This is an optimization exercise on Yosys and OpenROAD, whose aim is small area and a short achievable clock period, not a production implementation. In this exercise RTL edits were held to simulation tests only and were not proved equivalent to the original. Power is estimated from default activity; no workload was simulated.

P:
==> flow/design.v <==
module Col0_Route (
    input  [23:0] p,
    output [2:0]  s0       
);
    wire [1:0] d [0:7];
    genvar k;
    generate for (k = 0; k < 8; k = k + 1) begin : g_d
        assign d[k] = p[3*k+1 +: 2];
    end endgenerate
    wire bs01 = (d[0] == d[3]) | (d[1] == d[2]);
    wire bd01 = (d[0] == d[2]) | (d[1] == d[3]);
    wire bs02 = (d[0] == d[5]) | (d[1] == d[4]);
    wire bd02 = (d[0] == d[4]) | (d[1] == d[5]);
    wire bs03 = (d[0] == d[7]) | (d[1] == d[6]);
    wire bd03 = (d[0] == d[6]) | (d[1] == d[7]);
    wire bs12 = (d[2] == d[5]) | (d[3] == d[4]);
    wire bd12 = (d[2] == d[4]) | (d[3] == d[5]);
    wire bs13 = (d[2] == d[7]) | (d[3] == d[6]);
    wire bd13 = (d[2] == d[6]) | (d[3] == d[7]);
    wire bs23 = (d[4] == d[7]) | (d[5] == d[6]);
    wire bd23 = (d[4] == d[6]) | (d[5] == d[7]);
    wire f0_1 = bd01 | (bs02 & bd12) | (bd02 & bs12) | (bs03 & bd13) | (bd03 & bs13);
    wire f1_2 = bs02 | (bs01 & bs12) | (bd01 & bd12) | (bs03 & bs23) | (bd03 & bd23);
    wire f0_2 = bd02 | (bs01 & bd12) | (bd01 & bs12) | (bs03 & bd23) | (bd03 & bs23);
    wire f1_3 = bs03 | (bs01 & bs13) | (bd01 & bd13) | (bs02 & bs23) | (bd02 & bd23);
    wire f0_3 = bd03 | (bs01 & bd13) | (bd01 & bs13) | (bs02 & bd23) | (bd02 & bs23);
    wire s1 = ~f0_1;
    wire s2 = f1_2 | ~(f0_2 | bd12);
    wire s3 = f1_3 | ~(f0_3 | bd13 | (bd23 & ~bs13));
    assign s0 = {s3, s2, s1};
endmodule
module Sub_Route (
    input [1:0] g0,
    input       g1h,
    input [1:0] g2,
    input       g3l,
    output [4:0] s     
);
    wire c11 = g2[1] ^ g0[1];
    wire a   = ~g0[0];
    wire b   = c11 ? ~g2[0] : ~g3l;
    assign s[0] = c11;
    assign s[1] = ~g0[1];
    assign s[2] = ~g1h;
    assign s[3] = g0[1] ? b : a;
    assign s[4] = g0[1] ? a : b;
endmodule
module Benes_8p (input wire [2:0] mp0, mp1, mp2, mp3, mp4, mp5, mp6, mp7,
    input clk,
    output wire [19:0] state
);
    reg [23:0] p1;
    always @(posedge clk) p1 <= {mp7, mp6, mp5, mp4, mp3, mp2, mp1, mp0};
    wire [2:0] s0_w;
    Col0_Route c0(.p(p1), .s0(s0_w));
    reg [2:0] s0_2;
    reg [7:0] su_2;      
    reg [3:0] lu_2;      
    reg [5:0] sl_2;      
    wire [3:0] s0x = {s0_w, 1'b1};
    integer r;
    always @(posedge clk) begin
        s0_2 <= s0_w;
        for (r = 0; r < 4; r = r + 1) begin
            su_2[2*r +: 2] <= s0x[r] ? p1[6*r+1 +: 2] : p1[6*r+4 +: 2];
            lu_2[r]        <= s0x[r] ? p1[6*r]        : p1[6*r+3];
        end
        sl_2[1:0] <= p1[5:4];                         
        sl_2[2]   <= s0x[1] ? p1[11]    : p1[8];      
        sl_2[4:3] <= s0x[2] ? p1[17:16] : p1[14:13];  
        sl_2[5]   <= s0x[3] ? p1[22]    : p1[19];     
    end
    wire [3:0] t_w;
    wire [4:0] bu_w, bl_w;
    assign t_w[0] = |{su_2[1:0] == 2'd0 & ~lu_2[0], su_2[3:2] == 2'd0 & ~lu_2[1],
                      su_2[5:4] == 2'd0 & ~lu_2[2], su_2[7:6] == 2'd0 & ~lu_2[3]};
    assign t_w[1] = |{su_2[1:0] == 2'd1 & ~lu_2[0], su_2[3:2] == 2'd1 & ~lu_2[1],
                      su_2[5:4] == 2'd1 & ~lu_2[2], su_2[7:6] == 2'd1 & ~lu_2[3]};
    assign t_w[2] = |{su_2[1:0] == 2'd2 & ~lu_2[0], su_2[3:2] == 2'd2 & ~lu_2[1],
                      su_2[5:4] == 2'd2 & ~lu_2[2], su_2[7:6] == 2'd2 & ~lu_2[3]};
    assign t_w[3] = |{su_2[1:0] == 2'd3 & ~lu_2[0], su_2[3:2] == 2'd3 & ~lu_2[1],
                      su_2[5:4] == 2'd3 & ~lu_2[2], su_2[7:6] == 2'd3 & ~lu_2[3]};
    Sub_Route bu(.g0(su_2[1:0]), .g1h(su_2[3]), .g2(su_2[5:4]), .g3l(su_2[6]), .s(bu_w));
    Sub_Route bl(.g0(sl_2[1:0]), .g1h(sl_2[2]), .g2(sl_2[4:3]), .g3l(sl_2[5]), .s(bl_w));
    reg [16:0] q3, q4, q5, q6, q7;
    always @(posedge clk) begin
        q3 <= {t_w, s0_2, bl_w, bu_w};
        q4 <= q3;
        q5 <= q4;
        q6 <= q5;
        q7 <= q6;
    end
    assign state[0]  = 1'b1;
    assign state[1]  = 1'b1;
    assign state[2]  = q7[1];
    assign state[3]  = q7[3];
    assign state[4]  = q7[13];
    assign state[5]  = q7[10];
    assign state[6]  = q7[0];
    assign state[7]  = q7[2];
    assign state[8]  = q7[4];
    assign state[9]  = q7[14];
    assign state[10] = q7[11];
    assign state[11] = 1'b1;
    assign state[12] = q7[6];
    assign state[13] = q7[8];
    assign state[14] = q7[15];
    assign state[15] = q7[12];
    assign state[16] = q7[5];
    assign state[17] = q7[7];
    assign state[18] = q7[9];
    assign state[19] = q7[16];
endmodule
==> flow/config.mk <==
export PLATFORM = sky130hd
export DESIGN_NAME = Benes_8p
export DESIGN_NICKNAME = Benes_8p
export VERILOG_FILES = /design/flow/design.v
export SDC_FILE = /design/flow/constraint.sdc
export NUM_CORES = 4
export LEC_CHECK = 0
export CAP_MARGIN = 20
export CORE_MARGIN = 2
export CORE_UTILIZATION = 40
export SETUP_SLACK_MARGIN = 1.1
export SLEW_MARGIN = 20
==> flow/constraint.sdc <==
create_clock -name core_clock -period 2.5 [get_ports {clk}]
set_input_delay 0.5000 -clock core_clock [delete_from_list [all_inputs] [get_ports {clk}]]
set_output_delay 0.5000 -clock core_clock [all_outputs]
set_load 0.01 [all_outputs]
run.sh (not shown) runs the stock make flow with config.mk's settings and CLKGATE_MAP_FILE= SYNTH_SCRIPT=/design/flow/synth_recipe.tcl, a recipe that flattens the netlist after the stock synthesis.
Changes in Q relative to P:
==> flow/design.v, changed modules only <==
module Benes_8p (input wire [2:0] mp0, mp1, mp2, mp3, mp4, mp5, mp6, mp7,
    input clk,
    output wire [19:0] state
);
    wire [23:0] p1 = {mp7, mp6, mp5, mp4, mp3, mp2, mp1, mp0};
    wire [2:0] s0_w;
    Col0_Route c0(.p(p1), .s0(s0_w));
    reg [2:0] s0_2;
    reg [7:0] su_2;      
    reg [3:0] lu_2;      
    reg [5:0] sl_2;      
    wire [3:0] s0x = {s0_w, 1'b1};
    integer r;
    always @(posedge clk) begin
        s0_2 <= s0_w;
        for (r = 0; r < 4; r = r + 1) begin
            su_2[2*r +: 2] <= s0x[r] ? p1[6*r+1 +: 2] : p1[6*r+4 +: 2];
            lu_2[r]        <= s0x[r] ? p1[6*r]        : p1[6*r+3];
        end
        sl_2[1:0] <= p1[5:4];                         
        sl_2[2]   <= s0x[1] ? p1[11]    : p1[8];      
        sl_2[4:3] <= s0x[2] ? p1[17:16] : p1[14:13];  
        sl_2[5]   <= s0x[3] ? p1[22]    : p1[19];     
    end
    wire [3:0] t_w;
    wire [4:0] bu_w, bl_w;
    assign t_w[0] = |{su_2[1:0] == 2'd0 & ~lu_2[0], su_2[3:2] == 2'd0 & ~lu_2[1],
                      su_2[5:4] == 2'd0 & ~lu_2[2], su_2[7:6] == 2'd0 & ~lu_2[3]};
    assign t_w[1] = |{su_2[1:0] == 2'd1 & ~lu_2[0], su_2[3:2] == 2'd1 & ~lu_2[1],
                      su_2[5:4] == 2'd1 & ~lu_2[2], su_2[7:6] == 2'd1 & ~lu_2[3]};
    assign t_w[2] = |{su_2[1:0] == 2'd2 & ~lu_2[0], su_2[3:2] == 2'd2 & ~lu_2[1],
                      su_2[5:4] == 2'd2 & ~lu_2[2], su_2[7:6] == 2'd2 & ~lu_2[3]};
    assign t_w[3] = |{su_2[1:0] == 2'd3 & ~lu_2[0], su_2[3:2] == 2'd3 & ~lu_2[1],
                      su_2[5:4] == 2'd3 & ~lu_2[2], su_2[7:6] == 2'd3 & ~lu_2[3]};
    Sub_Route bu(.g0(su_2[1:0]), .g1h(su_2[3]), .g2(su_2[5:4]), .g3l(su_2[6]), .s(bu_w));
    Sub_Route bl(.g0(sl_2[1:0]), .g1h(sl_2[2]), .g2(sl_2[4:3]), .g3l(sl_2[5]), .s(bl_w));
    reg [16:0] q2, q3, q4, q5, q6, q7;
    always @(posedge clk) begin
        q2 <= {t_w, s0_2, bl_w, bu_w};
        q3 <= q2;
        q4 <= q3;
        q5 <= q4;
        q6 <= q5;
        q7 <= q6;
    end
    assign state[0]  = 1'b1;
    assign state[1]  = 1'b1;
    assign state[2]  = q7[1];
    assign state[3]  = q7[3];
    assign state[4]  = q7[13];
    assign state[5]  = q7[10];
    assign state[6]  = q7[0];
    assign state[7]  = q7[2];
    assign state[8]  = q7[4];
    assign state[9]  = q7[14];
    assign state[10] = q7[11];
    assign state[11] = 1'b1;
    assign state[12] = q7[6];
    assign state[13] = q7[8];
    assign state[14] = q7[15];
    assign state[15] = q7[12];
    assign state[16] = q7[5];
    assign state[17] = q7[7];
    assign state[18] = q7[9];
    assign state[19] = q7[16];
endmodule
## What came out
Every stage of the flow completed for Q, and the final layout passed the timing, DRC and antenna checks.
Q vs P on synthesized cell count: Q is the lower one.
Summary — combinational power, Q relative to P: higher, by about 50%.
Q vs P: time the worst path needs with I/O delays and setup down
Delta (Q minus P): area added between synthesis and finish higher, clock power share shows a reduction of 5.9 points, width of the chip down about 1.5%, data arrival time of the critical path went down by 0.13 ns, via density per instance now larger.
Taking P as the reference, in Q worst setup slack rose 0.11 ns, worst-case hold slack decreased by 0.075 ns relative to the old numbers, core utilization of the finished layout now sits higher, via count rose by 10%.
Q vs P, met3 demand-to-capacity share in global routing went down by 1.5 points.
For static leakage power, dividing the value from Q by the value from P gives 1.15.

## what the ideal ports hide
The flow's constraints put no driver on any port. The routed layouts listed below were extracted and timed again, unchanged, in two steps.
Step 1 (the two cells are an assumption about what drives the block):
set clk [get_ports {clk}]
set_driving_cell -lib_cell sky130_fd_sc_hd__clkbuf_16 $clk
set_driving_cell -lib_cell sky130_fd_sc_hd__buf_2 [delete_from_list [all_inputs] $clk]
Step 2 times the ports against the registers' clock, not the clock port: input delays grow and output delays shrink by t, the midpoint of the rising clock arrivals with the driver on.
a / b / c = ideal ports / drivers / drivers and shift; a / b = the first two.
run | shift t [ns] | setup slack, ns | hold WS [ns] | latest minus earliest clock arrival (ns) | cell pins on the clock port's net
P | 0.534 | 0.551 / 0.551 / 0.551 | 0.315 / 0.315 / 0.315 | 0.013 / 0.013 | 1
Q | 0.525 | 0.665 / 0.661 / 0.136 | 0.240 / 0.250 / 0.322 | 0.006 / 0.006 | 1
After both steps every run listed still meets setup and hold. The setup slack of Q, which loses most, moves by -0.004 ns with the drivers and by -0.529 ns with both steps.
